This design comes from an exercise in tuning for small area and a short achievable clock period on the open sky130 flow, not from production work. Function was checked by simulation only, so behaviour that the tests miss may differ from the original. Power and IR drop assume default switching activity.

## Q
// Top
module Top #(parameter DATA = 32, ADDR = 32)(
    input  wire             pclk,
    input  wire             presetn,
    input  wire             transfer,
    input  wire             rw,
    input  wire [ADDR-1:0]  addr_in,
    input  wire [DATA-1:0]  data_in,
    output wire [DATA-1:0]  prdata
);
    wire acc;
    Master master_inst (
        .pclk    (pclk),
        .presetn (presetn),
        .transfer(transfer),
        .acc     (acc)
    );
    Slave slave_inst (
        .pclk   (pclk),
        .presetn(presetn),
        .acc    (acc),
        .rw     (rw),
        .addr   (addr_in[6:0]),
        .wdata  (data_in),
        .prdata (prdata)
    );
endmodule
==> module Slave, before the edit <==
module Slave (
    input  wire        pclk,
    input  wire        presetn,
    input  wire        acc,
    input  wire        rw,
    input  wire [6:0]  addr,
    input  wire [31:0] wdata,
    output reg  [31:0] prdata
);
    reg [31:0] mem [0:127];
    wire wr = acc & rw;
    wire rd = acc & ~rw;
    wire [7:0]  plo = 8'b1 << addr[2:0];
    wire [15:0] phi = 16'b1 << addr[6:3];
    wire [127:0] rsel, wsel;
    genvar i, b, g;
    generate
        for (i = 0; i < 128; i = i + 1) begin : g_word
            AND3 u_r (.a(plo[i % 8]), .b(phi[i / 8]), .c(rd), .y(rsel[i]));
            AND3 u_w (.a(plo[i % 8]), .b(phi[i / 8]), .c(wr), .y(wsel[i]));
            always @(posedge pclk)
                if (wsel[i])
                    mem[i] <= wdata;
        end
    endgenerate
    wire [31:0] nxt;
    generate
        for (b = 0; b < 32; b = b + 1) begin : g_bit
            wire [42:0] y;
            for (g = 0; g < 42; g = g + 1) begin : g_aoi
                AOI222 u (.a0(mem[3*g][b]), .s0(rsel[3*g]),
                          .a1(mem[3*g+1][b]), .s1(rsel[3*g+1]),
                          .a2(mem[3*g+2][b]), .s2(rsel[3*g+2]), .y(y[g]));
            end
            AOI222 u_last (.a0(mem[126][b]), .s0(rsel[126]),
                           .a1(mem[127][b]), .s1(rsel[127]),
                           .a2(prdata[b]), .s2(~rd), .y(y[42]));
            wire [10:0] z;
            for (g = 0; g < 10; g = g + 1) begin : g_and
                AND4 u (.a(y[4*g]), .b(y[4*g+1]), .c(y[4*g+2]), .d(y[4*g+3]), .y(z[g]));
            end
            AND3 u_a3 (.a(y[40]), .b(y[41]), .c(y[42]), .y(z[10]));
            wire [2:0] w;
            AND4 u_w0 (.a(z[0]), .b(z[1]), .c(z[2]),  .d(z[3]), .y(w[0]));
            AND4 u_w1 (.a(z[4]), .b(z[5]), .c(z[6]),  .d(z[7]), .y(w[1]));
            AND3 u_w2 (.a(z[8]), .b(z[9]), .c(z[10]), .y(w[2]));
            NAND3 u_f (.a(w[0]), .b(w[1]), .c(w[2]), .y(nxt[b]));
        end
    endgenerate
    always @(posedge pclk or negedge presetn) begin
        if (!presetn)
            prdata <= 32'b0;
        else
            prdata <= nxt;
    end
endmodule
Settings: LEC_CHECK=0, CAP_MARGIN=20, CELL_PAD_IN_SITES_DETAIL_PLACEMENT=0, CELL_PAD_IN_SITES_GLOBAL_PLACEMENT=0, CORE_MARGIN=2, CORE_UTILIZATION=66, CTS_CLUSTER_DIAMETER=100, CTS_CLUSTER_SIZE=25, PLACE_DENSITY=0.75, SLEW_MARGIN=20, SYNTH_HIERARCHICAL=1, SYNTH_MINIMUM_KEEP_SIZE=0; clock period 9.0 ns.
standard.sh (not shown) runs the stock make flow with config.mk's settings and CLKGATE_MAP_FILE= SYNTH_SCRIPT=/design/flow/synth_recipe.tcl, a recipe that flattens the netlist after the stock synthesis.
==> flow/flow/run.sh <==
#!/bin/bash
set -euo pipefail
bash standard.sh \
  SETUP_SLACK_MARGIN=6 \
  "BUFFER_PORTS_ARGS=-buffer_cell sky130_fd_sc_hd__buf_4" \
  finish > flow_make.log 2>&1
Q finished every stage and its layout cleared the timing, design-rule and antenna checks.
> inputs changed (Q -> R)
diff --git a/flow/design.v b/flow/design.v
--- a/flow/design.v
+++ b/flow/design.v
@@ -30,12 +30,15 @@
     wire wr = acc & rw;
     wire rd = acc & ~rw;
-    wire [7:0]  plo = 8'b1 << addr[2:0];
-    wire [15:0] phi = 16'b1 << addr[6:3];
-    wire [127:0] rsel, wsel;
+    wire [7:0]  plo, plo_w;
+    wire [15:0] phi, phi_w;
+    PREDEC u_pr (.addr(addr), .lo(plo),   .hi(phi));
+    PREDEC u_pw (.addr(addr), .lo(plo_w), .hi(phi_w));
+    wire [127:0] rsel, rsel_h, wsel;
     genvar i, b, g;
     generate
         for (i = 0; i < 128; i = i + 1) begin : g_word
             AND3 u_r (.a(plo[i % 8]), .b(phi[i / 8]), .c(rd), .y(rsel[i]));
-            AND3 u_w (.a(plo[i % 8]), .b(phi[i / 8]), .c(wr), .y(wsel[i]));
+            AND3 u_rh (.a(plo[i % 8]), .b(phi[i / 8]), .c(rd), .y(rsel_h[i]));
+            AND3 u_w (.a(plo_w[i % 8]), .b(phi_w[i / 8]), .c(wr), .y(wsel[i]));
             always @(posedge pclk)
                 if (wsel[i])
@@ -47,11 +50,12 @@
         for (b = 0; b < 32; b = b + 1) begin : g_bit
             wire [42:0] y;
+            wire [127:0] rs = (b < 16) ? rsel : rsel_h;
             for (g = 0; g < 42; g = g + 1) begin : g_aoi
-                AOI222 u (.a0(mem[3*g][b]), .s0(rsel[3*g]),
-                          .a1(mem[3*g+1][b]), .s1(rsel[3*g+1]),
-                          .a2(mem[3*g+2][b]), .s2(rsel[3*g+2]), .y(y[g]));
+                AOI222 u (.a0(mem[3*g][b]), .s0(rs[3*g]),
+                          .a1(mem[3*g+1][b]), .s1(rs[3*g+1]),
+                          .a2(mem[3*g+2][b]), .s2(rs[3*g+2]), .y(y[g]));
             end
-            AOI222 u_last (.a0(mem[126][b]), .s0(rsel[126]),
-                           .a1(mem[127][b]), .s1(rsel[127]),
+            AOI222 u_last (.a0(mem[126][b]), .s0(rs[126]),
+                           .a1(mem[127][b]), .s1(rs[127]),
                            .a2(prdata[b]), .s2(~rd), .y(y[42]));
             wire [10:0] z;
@@ -86,4 +90,8 @@
     assign y = ~(a & b & c);
 endmodule
+module PREDEC (input wire [6:0] addr, output wire [7:0] lo, output wire [15:0] hi);
+    assign lo = 8'b1 << addr[2:0];
+    assign hi = 16'b1 << addr[6:3];
+endmodule
 module Top #(parameter DATA = 32, ADDR = 32)(
     input  wire             pclk,
### Flow results
Re horizontal die dimension: R is 0.39% up on Q.
In terms of clock buffer and inverter area fraction after layout, R and Q differ only marginally.
Changes observed in R relative to Q: die outline height grew by 1.9 um; final cell count grew by 375; total of clock buffers placed in the layout grew by 9.8%; area of all sequential standard cells held steady; worst slack at placement shrank by 0.15 ns.
Summary of R over Q: number of nets produced by synthesis now sits higher, number of buffers and inverters on the critical path now sits at about the same level, combinational power now sits higher, proportion of synthesized chip area in sequential cells now sits lower, fmax now sits higher.
Diff Q -> R | cell area after technology mapping | up slightly

* * *

Another version of the RTL of Top (not shown whole).
Size: roughly 4,100 flip-flops, roughly 100 I/O pins, roughly 140,000 um^2 of cells after synthesis.
==> module Slave, before the edit <==
module Slave (
    input  wire        pclk,
    input  wire        presetn,
    input  wire        acc,
    input  wire        rw,
    input  wire [6:0]  addr,
    input  wire [31:0] wdata,
    output reg  [31:0] prdata
);
    reg [31:0] mem [0:127];
    wire wr = acc & rw;
    wire rd = acc & ~rw;
    wire [7:0]  plo = 8'b1 << addr[2:0];
    wire [15:0] phi = 16'b1 << addr[6:3];
    wire [15:0] phw = phi & {16{wr}};
    wire [15:0] phr = phi & {16{rd}};
    wire [127:0] rsel;
    genvar i, b, g;
    generate
        for (i = 0; i < 128; i = i + 1) begin : g_word
            assign rsel[i] = plo[i % 8] & phr[i / 8];
            always @(posedge pclk)
                if (plo[i % 8] && phw[i / 8])
                    mem[i] <= wdata;
        end
    endgenerate
    wire [31:0] nxt;
    generate
        for (b = 0; b < 32; b = b + 1) begin : g_bit
            wire [42:0] y;
            for (g = 0; g < 42; g = g + 1) begin : g_aoi
                AOI222 u (.a0(mem[3*g][b]), .s0(rsel[3*g]),
                          .a1(mem[3*g+1][b]), .s1(rsel[3*g+1]),
                          .a2(mem[3*g+2][b]), .s2(rsel[3*g+2]), .y(y[g]));
            end
            AOI222 u_last (.a0(mem[126][b]), .s0(rsel[126]),
                           .a1(mem[127][b]), .s1(rsel[127]),
                           .a2(prdata[b]), .s2(~rd), .y(y[42]));
            wire [10:0] z;
            for (g = 0; g < 10; g = g + 1) begin : g_and
                AND4 u (.a(y[4*g]), .b(y[4*g+1]), .c(y[4*g+2]), .d(y[4*g+3]), .y(z[g]));
            end
            AND3 u_a3 (.a(y[40]), .b(y[41]), .c(y[42]), .y(z[10]));
            wire [2:0] w;
            AND4 u_w0 (.a(z[0]), .b(z[1]), .c(z[2]),  .d(z[3]), .y(w[0]));
            AND4 u_w1 (.a(z[4]), .b(z[5]), .c(z[6]),  .d(z[7]), .y(w[1]));
            AND3 u_w2 (.a(z[8]), .b(z[9]), .c(z[10]), .y(w[2]));
            NAND3 u_f (.a(w[0]), .b(w[1]), .c(w[2]), .y(nxt[b]));
        end
    endgenerate
    always @(posedge pclk or negedge presetn) begin
        if (!presetn)
            prdata <= 32'b0;
        else
            prdata <= nxt;
    end
endmodule
export LEC_CHECK = 0
export CAP_MARGIN = 20
export CELL_PAD_IN_SITES_DETAIL_PLACEMENT = 1
export CELL_PAD_IN_SITES_GLOBAL_PLACEMENT = 1
export CORE_MARGIN = 2
export CORE_UTILIZATION = 60
export CTS_CLUSTER_DIAMETER = 100
export CTS_CLUSTER_SIZE = 25
export PLACE_DENSITY = 0.7
export SLEW_MARGIN = 20
export SYNTH_HIERARCHICAL = 1
export SYNTH_MINIMUM_KEEP_SIZE = 0
create_clock -name core_clock -period 9.0 [get_ports {pclk}]
Scripts as last shown in full above: flow/flow/run.sh
The first run ran to the end with no violations.
Edit:
--- a/flow/design.v
+++ b/flow/design.v
@@ -62,8 +62,8 @@
             AND3 u_a3 (.a(y[40]), .b(y[41]), .c(y[42]), .y(z[10]));
             wire [2:0] w;
-            AND4 u_w0 (.a(z[0]), .b(z[1]), .c(z[2]),  .d(z[3]), .y(w[0]));
-            AND4 u_w1 (.a(z[4]), .b(z[5]), .c(z[6]),  .d(z[7]), .y(w[1]));
-            AND3 u_w2 (.a(z[8]), .b(z[9]), .c(z[10]), .y(w[2]));
-            NAND3 u_f (.a(w[0]), .b(w[1]), .c(w[2]), .y(nxt[b]));
+            NAND4 u_n0 (.a(z[0]), .b(z[1]), .c(z[2]),  .d(z[3]), .y(w[0]));
+            NAND4 u_n1 (.a(z[4]), .b(z[5]), .c(z[6]),  .d(z[7]), .y(w[1]));
+            NAND3 u_n2 (.a(z[8]), .b(z[9]), .c(z[10]), .y(w[2]));
+            OR3 u_f (.a(w[0]), .b(w[1]), .c(w[2]), .y(nxt[b]));
         end
     endgenerate
@@ -84,6 +84,12 @@
     assign y = a & b & c;
 endmodule
+module NAND4 (input wire a, b, c, d, output wire y);
+    assign y = ~(a & b & c & d);
+endmodule
 module NAND3 (input wire a, b, c, output wire y);
     assign y = ~(a & b & c);
+endmodule
+module OR3 (input wire a, b, c, output wire y);
+    assign y = a | b | c;
 endmodule
 module Top #(parameter DATA = 32, ADDR = 32)(
The changed run completed without violations.
Die area is about the same.
Count of clock-buffer cells in the layout fell by 8.
Via count fell by about 1%.
First-iteration DRC count fell by 1.2%.
Clock skew rose by 16 ps.

port drivers added, routing unchanged:
In the flow no input, the clock included, has a driving cell. The finished layouts below were timed again as built, in two steps.
Step 1 sets driving cells, clkbuf_16 on the clock port and buf_2 on the other inputs (assumed; they add their load-dependent delay and slew).
Step 2, shift: input delay + t, output delay - t, t = (earliest + latest rising clock arrival at the registers) / 2. This alone moves slack from input paths to output paths.
Three values: ideal, step 1, step 2; two values: the first two.
run	t (ns)	setup WS [ns]	worst setup path at the end	latest minus earliest clock arrival (ns)
Q	0.978	5.246 / 5.181 / 4.204	input to register	0.043 / 0.043
R	0.976	5.328 / 5.113 / 4.136	input to register	0.047 / 0.047
the first run of note 2	0.986	5.280 / 5.261 / 4.275	input to register	0.050 / 0.049
the second run of note 2	0.997	4.535 / 4.574 / 3.577	input to register	0.054 / 0.054
After both steps every run listed still meets setup and hold. The setup slack of R, which loses most, moves by -0.215 ns with the drivers and by -1.192 ns with both steps.
